Background: an optimization exercise with open tools, aiming at small area, a short achievable clock period and few clock cycles. Do not read the settings as production practice. Only simulation tests tie the RTL to the original design; equivalence was not proved.

<file path="config.mk">
export PLATFORM = sky130hd
export DESIGN_NAME = fmultiplier
export DESIGN_NICKNAME = fmultiplier
export VERILOG_FILES = /design/flow/design.v
export SDC_FILE = /design/flow/constraint.sdc
export NUM_CORES = 4
export LEC_CHECK = 0
export CAP_MARGIN = 20
export CORE_MARGIN = 2
export CORE_UTILIZATION = 40
export PLACE_DENSITY = 0.6
export SLEW_MARGIN = 20
</file>
<file path="constraint.sdc">
create_clock -name core_clock -period 10.0 [get_ports {clk}]
set_input_delay 2.0000 -clock core_clock [delete_from_list [all_inputs] [get_ports {clk}]]
set_output_delay 2.0000 -clock core_clock [all_outputs]
set_load 0.01 [all_outputs]
</file>
<file path="design.v">
`timescale 1ns / 1ps
module fmultiplier(
    input  wire        clk,
    input  wire        rst,
    input  wire        valid,       
    input  wire [31:0] a,
    input  wire [31:0] b,
    output reg  [31:0] z,
    output reg         out_valid    
);
    function automatic [4:0] lz24(input [23:0] x);
        integer i;
        reg found;
        begin
            lz24 = 5'd24;
            found = 1'b0;
            for (i = 23; i >= 0; i = i - 1)
                if (!found && x[i]) begin
                    lz24 = 5'd23 - i[4:0];
                    found = 1'b1;
                end
        end
    endfunction
    function automatic [4:0] tz24(input [23:0] x);
        integer i;
        reg found;
        begin
            tz24 = 5'd24;
            found = 1'b0;
            for (i = 0; i < 24; i = i + 1)
                if (!found && x[i]) begin
                    tz24 = i[4:0];
                    found = 1'b1;
                end
        end
    endfunction
    wire        sa = a[31], sb = b[31];
    wire [7:0]  ea = a[30:23], eb = b[30:23];
    wire [22:0] fa = a[22:0], fb = b[22:0];
    wire        sz = sa ^ sb;
    wire a_ez = (ea == 8'h00), b_ez = (eb == 8'h00);
    wire a_eo = (ea == 8'hFF), b_eo = (eb == 8'hFF);
    wire a_fz = (fa == 23'd0), b_fz = (fb == 23'd0);
    wire a_nan  = a_eo & ~a_fz, b_nan  = b_eo & ~b_fz;
    wire a_inf  = a_eo &  a_fz, b_inf  = b_eo &  b_fz;
    wire a_zero = a_ez &  a_fz, b_zero = b_ez &  b_fz;
    wire is_nan  = a_nan | b_nan | (a_inf & b_zero) | (b_inf & a_zero);
    wire is_inf  = a_inf | b_inf;
    wire is_zero = a_zero | b_zero;
    wire [23:0] ma = {~a_ez, fa};
    wire [23:0] mb = {~b_ez, fb};
    wire [7:0]  xa = {ea[7:1], ea[0] | a_ez};
    wire [7:0]  xb = {eb[7:1], eb[0] | b_ez};
    wire [47:0] p = ma * mb;
    wire [5:0] lzs = lz24(ma) + lz24(mb);           
    wire [5:0] tzs = tz24(ma) + tz24(mb);           
    wire signed [10:0] e0  = $signed({3'b000, xa}) + $signed({3'b000, xb}) - 11'sd127;
    wire signed [10:0] t1  = 11'sd23 - $signed({5'd0, lzs});
    wire signed [10:0] t2  = 11'sd24 - e0;
    wire signed [10:0] t   = (t1 > t2) ? t1 : t2;   
    wire [5:0]  tsh  = (t > 11'sd63) ? 6'd63 : t[5:0];
    wire signed [10:0] eadj = e0 - 11'sd24 + t;      
    wire        st1  = ({5'd0, tzs} < t);             
    wire        st0  = ({5'd0, tzs} < t - 11'sd1);    
    wire        ovf_hi = (eadj >= 11'sd254);
    wire        ovf_eq = (eadj == 11'sd253);
    wire [7:0]  e_0 = eadj[7:0];
    wire [7:0]  e_1 = eadj[7:0] + 8'd1;
    wire [7:0]  e_2 = eadj[7:0] + 8'd2;
    wire [70:0] x = {p, 23'd0};
    wire [70:0] qx = x >> tsh;
    wire [47:22] q = qx[47:22];
    wire [23:0] m  = q[47] ? q[47:24] : q[46:23];
    wire        g  = q[47] ? q[23] : q[22];
    wire        st = q[47] ? st1 : st0;
    wire [7:0]  ef = q[47] ? e_2 : (q[46] ? e_1 : e_0);
    wire        inc = g & (st | m[0]);
    wire [30:0] pk = {ef, m[22:0]} + {30'd0, inc};
    wire        ovf = ovf_hi | (ovf_eq & q[47]);
    reg [31:0] res;
    always @(*) begin
        if (is_nan)
            res = 32'h7FC0_0000;
        else if (is_inf | ovf)
            res = {sz, 8'hFF, 23'd0};
        else if (is_zero)
            res = {sz, 31'd0};
        else
            res = {sz, pk};
    end
    always @(posedge clk or posedge rst) begin
        if (rst)
            out_valid <= 1'b0;
        else
            out_valid <= valid;
    end
    always @(posedge clk) begin
        z <= res;
    end
endmodule
</file>
<file path="run.sh">
#!/bin/bash
# synth_recipe.tcl (not shown) runs the flow's synth.tcl, then flattens the netlist and writes it again
# the make line also repeats each setting of config.mk as NAME=value (left out here)
make -C /OpenROAD-flow-scripts/flow DESIGN_CONFIG=/design/flow/config.mk WORK_HOME=/design/flow/orfs CLKGATE_MAP_FILE= SYNTH_SCRIPT=/design/flow/synth_recipe.tcl finish
</file>
==> results.txt <==
## critical path, delay by kind of cell
kind	cells	cell delay [ns]
buffers and inverters	9	1.34
AOI/OAI and AO/OA	7	1.60
and+or+nand+nor	10	2.02
muxes	2	0.34
adders and majority gates	9	3.98
## state kept, by name, indices dropped and copies added (netlist names)
register	cells
out_valid	1
z	32
## logic make-up (layout without fill, tap and decap cells)
family / after synthesis / count (layout) / synth area share (%)
XOR/XNOR: 89 / 89 / 2.60
AND/OR/NAND/NOR: 1336 / 1337 / 23.3
flip-flops: 33 / 33 / 2.22
adder cells (fa/ha/maj): 736 / 736 / 42.8
multiplexers: 43 / 43 / 1.48
AO/OA/AOI/OAI: 727 / 727 / 17.0
buffers and inverters: 827 / 1780 / 10.6
## layout by cell type, fill, tap and decap left out, drive strengths merged, types with 45 or more instances in the layout
| cell type | instances |
|---|---|
| buf | 1077 |
| inv | 594 |
| fa | 486 |
| and2 | 431 |
| nand2 | 340 |
| ha | 250 |
| nor2 | 213 |
| a21oi | 169 |
| o21ai | 122 |
| nand3 | 86 |
| nor3 | 64 |
| xnor2 | 62 |
| clkdlybuf4s50 | 45 |
## cell type report
cell class	instances	share of cell area, %
clock inverter	3	0.107
clock buffer	5	0.290
timing repair buffer	1174	23.7
tap	969	2.81
multi-input combinational	2932	66.3
inverter	598	5.23
sequential	33	1.54
## through the flow
step | utilization, % | setup WS, ns | hold WS, ns | cells | instance area (um2)
floorplan | - | -0.904 | 1.73 | 3791 | 30600
global placement | 52.9 | -1.74 | 2.14 | 5584 | 39300
detailed placement | 52.9 | -1.84 | 2.14 | 5584 | 39300
CTS | 56.1 | -0.855 | 1.83 | 5664 | 41700
global route | 58.1 | -1.37 | 1.84 | 5714 | 43200
finish | 58.1 | -1.07 | 1.83 | 5714 | 43200
## final timing paths
kind                              to  start  depth (start not counted)
max in group asynchronous  out_valid    rst                          2
hold / removal             out_valid    rst                          2
min in group core_clock    out_valid  valid                          1
setup / recovery               z[30]  a[12]                         37
## layer usage
layer | vias to the layer above | track usage (%) | wire length, um
li1 | 14500 | - | -
met3 | 245 | 2.04 | 7110
met4 | 0 | 10.1 | 4410
met2 | 1174 | 49.6 | 54300
met1 | 15800 | 41.0 | 49900
met5 | - | 0 | 0
## what timing repair did
item / CTS / global route
pin swaps: 167 / 160
gates resized for setup: 420 / 265
setup endpoints to repair: 31 / 31
cloned: 12 / 3
buffers inserted: 61 / 53
==> impl_metrics.sql <==
INSERT INTO impl_metrics (metric_group, metric, value, unit) VALUES
('placed_design', 'port-buffer-count', '99', ''),
('detailed_routing', 'drt_iter0_markers', '2357', ''),
('die', 'fp-row-count', '100', ''),
('clock_tree', 'clock_root_buffer_master', 'sky130_fd_sc_hd__clkbuf_16', ''),
('global_routing', 'vias_in_the_first_global_route', '32900', ''),
('placed_design', 'hpwlAfterDp', '93.7', 'mm'),
('detailed_routing', 'drcViolationCount', '0', ''),
('logic_synthesis', 'syn-num-nets', '4594', ''),
('placed_design', 'gpl.final_weighted_congestion', '1.02', ''),
('global_routing', 'grt_pass1_wl', '183', 'mm'),
('logic_synthesis', 'synthFlopType', 'sky130_fd_sc_hd__dfxtp_1', ''),
('critical_path', 'crit_top_cell', 'sky130_fd_sc_hd__fa_1', ''),
('final_layout', 'area_growth', '43.8', '%'),
('logic_synthesis', 'syn-instance-count', '3791', ''),
('logic_synthesis', 'synth_area_leaders', 'sky130_fd_sc_hd__fa_1 32%, sky130_fd_sc_hd__ha_1 10%, sky130_fd_sc_hd__and2_1 9.0%', ''),
('detailed_routing', 'wl_per_cell', '20.3', 'um'),
('status', 'check.faults', 'negative setup slack', ''),
('timing', 'timing.setup.tns', '-20.85', 'ns'),
('clock_tree', 'cts_htree_levels', '2', ''),
('global_routing', 'grt_antenna_before_repair', '0', ''),
('final_layout', 'multiInputGateArea', '28600', 'um2'),
('detailed_routing', 'drtPass1Iterations', '6', ''),
('critical_path', 'setup.worst_path.class', 'in2reg', ''),
('timing', 'timing.final.hold_violations', '0', ''),
('timing', 'finalMaxSlewViolations', '0', ''),
('final_layout', 'fillCellCount', '6728', ''),
('final_layout', 'total_number_of_nets_in_the_final_design', '5547', ''),
('critical_path', 'worst_setup_path_end_kind', 'register', ''),
('hold_path', 'worstHoldPathType', 'in2async', ''),
('final_layout', 'antenna_diode_count', '0', ''),
('logic_synthesis', 'synth-edff-count', '0', ''),
('global_routing', 'maximum_number_of_pins_on_one_net_before_global_route_repair', '46', ''),
('logic_synthesis', 'netlist-cell-type-count', '111', ''),
('critical_path', 'cp_slowest_stage_delay', '0.55', 'ns'),
('timing', 'timing.max_slew.rel_slack', '36.9', '%'),
('logic_synthesis', 'ys.warnings.count', '1', ''),
('detailed_routing', 'antenna_left', '0', ''),
('final_layout', 'ff_latch_area', '666', 'um2'),
('die', 'design.portCount', '100', ''),
('timing', 'setup_viol', '31', ''),
('clock_tree', 'clock_tree.buffer_depth', '2', ''),
('clock_tree', 'tritoncts_sink_count', '33', ''),
('run', 'max_cap_viol_count', '0', ''),
('global_routing', 'grt_overflow', '0', ''),
('timing', 'layout_min_cycle_time', '11.07', 'ns'),
('logic_synthesis', 'cell_accounting_for_the_most_synthesized_area', 'sky130_fd_sc_hd__fa_1', ''),
('status', 'run_status', 'finished with violations', ''),
('clock_tree', 'cts.reportedPaths.clkPinSlew', '0.06', 'ns'),
('die', 'dieArea', '77200', 'um2'),
('detailed_routing', 'total_detailed_routing_wirelength', '116', 'mm'),
('critical_path', 'worstPathRequired', '10.21', 'ns'),
('clock_tree', 'hold_buffers', '0', ''),
('detailed_routing', 'average_via_count_per_standard_cell', '5.55', ''),
('logic_synthesis', 'netlist_area_before_placement', '30000', 'um2'),
('logic_synthesis', 'synthArstFlopShare', '3.03', '%'),
('timing', 'worst_slack', '-1.07', 'ns'),
('clock_tree', 'cts_tree', 'yes', ''),
('final_layout', 'drive_above_1_share', '33.1', '%'),
('logic_synthesis', 'synth_seq_area_share', '2.22', '%'),
('critical_path', 'crit_arrival', '11.28', 'ns'),
('logic_synthesis', 'yosys.area.top_type_share', '32.4', '%'),
('global_routing', 'track_usage', '29.8', '%'),
('critical_path', 'worst_setup_path_start_kind', 'primary input', ''),
('logic_synthesis', 'synth.most_common_cell', 'sky130_fd_sc_hd__inv_1', ''),
('logic_synthesis', 'average_cell_area_after_synthesis', '7.92', 'um2'),
('timing', 'rsz_0062_raised_after_global_routing', 'true', ''),
('logic_synthesis', 'synth-seq-cells', '33', ''),
('timing', 'timing.fmax', '0.0903', 'GHz');
Testbench counts, summed over its fixed seeds: cycles 16,000.

==> afterwards: timing with drivers on the ports <==
Ports are ideal in the flow. The routed layout listed here was re-timed in OpenROAD. Step 1, drivers: a clkbuf_16 drives clk and a buf_2 each remaining input, both assumed. Step 2, shift: input delay + t, output delay - t, t = (earliest + latest rising clock arrival at the registers) / 2. This alone moves slack from input paths to output paths. a / b / c = ideal / step 1 / step 2; a / b = the first two.
t (ns): 0.328
slack for setup (ns): -1.074 / -1.064 / -1.392
latest minus earliest clock arrival (ns): 0.006 / 0.006
slew at the worst register clock pin (ns): 0.06 / 0.06
For this run, drivers alone change the setup slack by +0.010 ns; drivers and shift together by -0.318 ns.
